What follows belongs to an exercise in optimizing a design on an open flow for small area, a short achievable clock period and few clock cycles; a production flow would make more cautious choices. Only simulation tests tie the RTL to the original design; equivalence was not proved.

==> flow/design.v (excerpt) <==
module MAU (output logic busy,
			output logic [15:0] dbs_output, dbi_output,
			input logic [15:0] data_bus_supr, data_bus_infr,
			input logic [15:0] matRAM,
			input logic start, mode, clk, reset, add_mode);
	logic [3:0] step;
	logic [16:0] hold_s, hold_i;
	logic [5:0] mat_neg, mat_one, mat_two, in_neg, in_one, in_two;
	logic [4:0] mat_e;
	logic mat_s;
	logic [17:0] p_m, q_m, r_m, mult_m, norm_m;
	logic [4:0] p_e, q_e, r_e, mult_e, norm_e, norm_sh;
	logic p_s, q_s, r_s, mult_s;
	logic q_large, next_q_large;
	logic [4:0] diff, next_diff;
	logic [17:0] x_sum, align_sum;
	logic [4:0] x_e, align_e, align_e_inc;
	logic x_ovf, x_s, align_ovf, align_s;
	logic [6:0] x_d, x_nd, x_d_ovf, d, nd;
	logic d_pos;
	Booth_Encode11 enc0 (
		.neg(in_neg),
		.one(in_one),
		.two(in_two),
		.b({(|matRAM[14:10]), matRAM[9:0]})
	);
	MAU_Multiplier m_mult0 (
		.c_mantissa(mult_m),
		.c_exponent(mult_e),
		.c_sign(mult_s),
		.a_mantissa(hold_s[10:0]),
		.a_exponent(hold_s[15:11]),
		.a_sign(hold_s[16]),
		.b_exponent(mat_e),
		.b_sign(mat_s),
		.b_neg(mat_neg),
		.b_one(mat_one),
		.b_two(mat_two)
	);
	MAU_Adder_Align m_align0 (
		.sum(align_sum),
		.large_e(align_e),
		.ovf(align_ovf),
		.sign(align_s),
		.q_mantissa(q_m),
		.p_mantissa(p_m),
		.q_exponent(q_e),
		.p_exponent(p_e),
		.q_sign(q_s),
		.p_sign(p_s),
		.q_large(q_large),
  ...
Size: roughly 1700 cells after synthesis, about 180 flip-flops, ~0.016 mm^2 of cells after synthesis.
clock: 10.0 ns
lec_check: 0
cap_margin: 20
core_margin: 2
core_utilization: 40
setup_slack_margin: 5.0
slew_margin: 20
run.sh (not shown) runs the stock make flow with config.mk's settings and CLKGATE_MAP_FILE= SYNTH_SCRIPT=/design/flow/synth_recipe.tcl, a recipe that flattens the netlist after the stock synthesis.
The first run passed the timing, DRC and antenna checks.
Testbench counts at the start, summed over its fixed seeds: cycles 32,000.
Then changed:
Settings changed: SETUP_SLACK_MARGIN 5.0 to 4.6.
- The changed run completed without violations
- wire length came out lower by 1.6%
- cell count falls by 0.39%

---

Another version of the RTL of MAU (not shown whole).
For scale: ~2100 cells after synthesis, roughly 170 flip-flops.
Settings: LEC_CHECK=0, ABC_AREA=1, CAP_MARGIN=20, CORE_MARGIN=2, CORE_UTILIZATION=40, SETUP_SLACK_MARGIN=5.0, SLEW_MARGIN=20; clock period 10.0 ns.
Testbench counts at the start, summed over its fixed seeds: cycles 32,000.
Then changed:
--- a/flow/config.mk
+++ b/flow/config.mk
@@ -6,8 +6,8 @@
 export NUM_CORES = 4
 export LEC_CHECK = 0
-export ABC_AREA = 1
 export CAP_MARGIN = 20
 export CORE_MARGIN = 2
 export CORE_UTILIZATION = 40
+export PLACE_DENSITY = 0.8
 export SETUP_SLACK_MARGIN = 5.0
 export SLEW_MARGIN = 20
The new run ran to the end with no violations.
Worst hold slack barely changes.
First-iteration DRC count went up by 21%.
Via count went down by 5.1%.
Worst setup slack gains 0.030 ns.
Flip-flop and latch count is unchanged.
Fmax went up by 0.62%.
Cell count went down by 14%.
Clock skew stays flat.
Final area stays flat.
Then changed:
--- a/flow/config.mk
+++ b/flow/config.mk
@@ -9,5 +9,4 @@
 export CORE_MARGIN = 2
 export CORE_UTILIZATION = 40
-export PLACE_DENSITY = 0.8
-export SETUP_SLACK_MARGIN = 5.0
+export SETUP_SLACK_MARGIN = 4.6
 export SLEW_MARGIN = 20
What happened: The changed run finished clean. Maximum frequency shrinks by 5.6%. Non-clock buffer count shrinks by 14. Final area shrinks by 2.1%.

---

## main
Starting RTL as in the previous note.
Design MAU, start of the top module:
module MAU (output logic busy,
			output logic [15:0] dbs_output, dbi_output,
			input logic [15:0] data_bus_supr, data_bus_infr,
			input logic [15:0] matRAM,
			input logic start, mode, clk, reset, add_mode);
export LEC_CHECK = 0
export CAP_MARGIN = 20
export CORE_MARGIN = 2
export CORE_UTILIZATION = 55
export SETUP_SLACK_MARGIN = 5.0
export SLEW_MARGIN = 20
create_clock -name core_clock -period 10.0 [get_ports {clk}]
The flow did not stop early for main: all stages ran, and the layout cleared the timing, DRC and antenna checks.
Testbench counts of main, summed over its fixed seeds: cycles 32,000.
### main -> the feature branch
- CORE_UTILIZATION changed from 55 to 40
==> comparison <==
Count of clock-net buffers in the final layout is lower on main. Delta (the feature branch minus main): wire length of the first global-routing pass up 1.7 mm; final area flat; number of vias per cell after detailed routing down about 6.5%; multi-input combinational gate total flat; area growth from synthesis to layout down 0.21 points. A worst-path cell with the longest stage delay of fa_1 is what main shows, while clkdlybuf4s50_1 belongs to the feature branch. Against main, the feature branch reports a post-route worst setup slack that is lower. The feature branch vs. main: count of plain and timing-repair buffers in the layout went down by 9. Compared with main, the feature branch shows detail-routed net length per standard cell that has gone down by a few percent.

## what the ideal ports hide
How much do the figures lean on ideal ports? The routed layouts below were timed once more, with nothing changed but the port constraints.
Step 1 sets driving cells, clkbuf_16 on the clock port and buf_2 on the other inputs (assumed; they add their load-dependent delay and slew).
Step 2, shift: input delay + t, output delay - t, t = (earliest + latest rising clock arrival at the registers) / 2. This alone moves slack from input paths to output paths.
Three values: ideal ports, drivers, drivers and shift; two values: the first two.
run	t, ns	setup slack, ns	worst setup path after step 2	slew at the worst register clock pin (ns)
the first run of note 1	0.503	5.112 / 5.057 / 5.156	register to register	0.08 / 0.08
the second run of note 1	0.506	4.809 / 4.753 / 4.845	register to register	0.08 / 0.08
the first run of note 2	0.495	5.174 / 5.123 / 5.224	register to register	0.08 / 0.08
the second run of note 2	0.490	5.204 / 5.156 / 5.237	register to register	0.08 / 0.08
the third run of note 2	0.500	4.919 / 4.880 / 4.919	register to register	0.08 / 0.08
main	0.510	5.162 / 5.144 / 5.162	register to register	0.08 / 0.08
the feature branch	0.504	5.131 / 5.081 / 5.231	register to register	0.08 / 0.08
After both steps setup and hold are still met in every run listed.
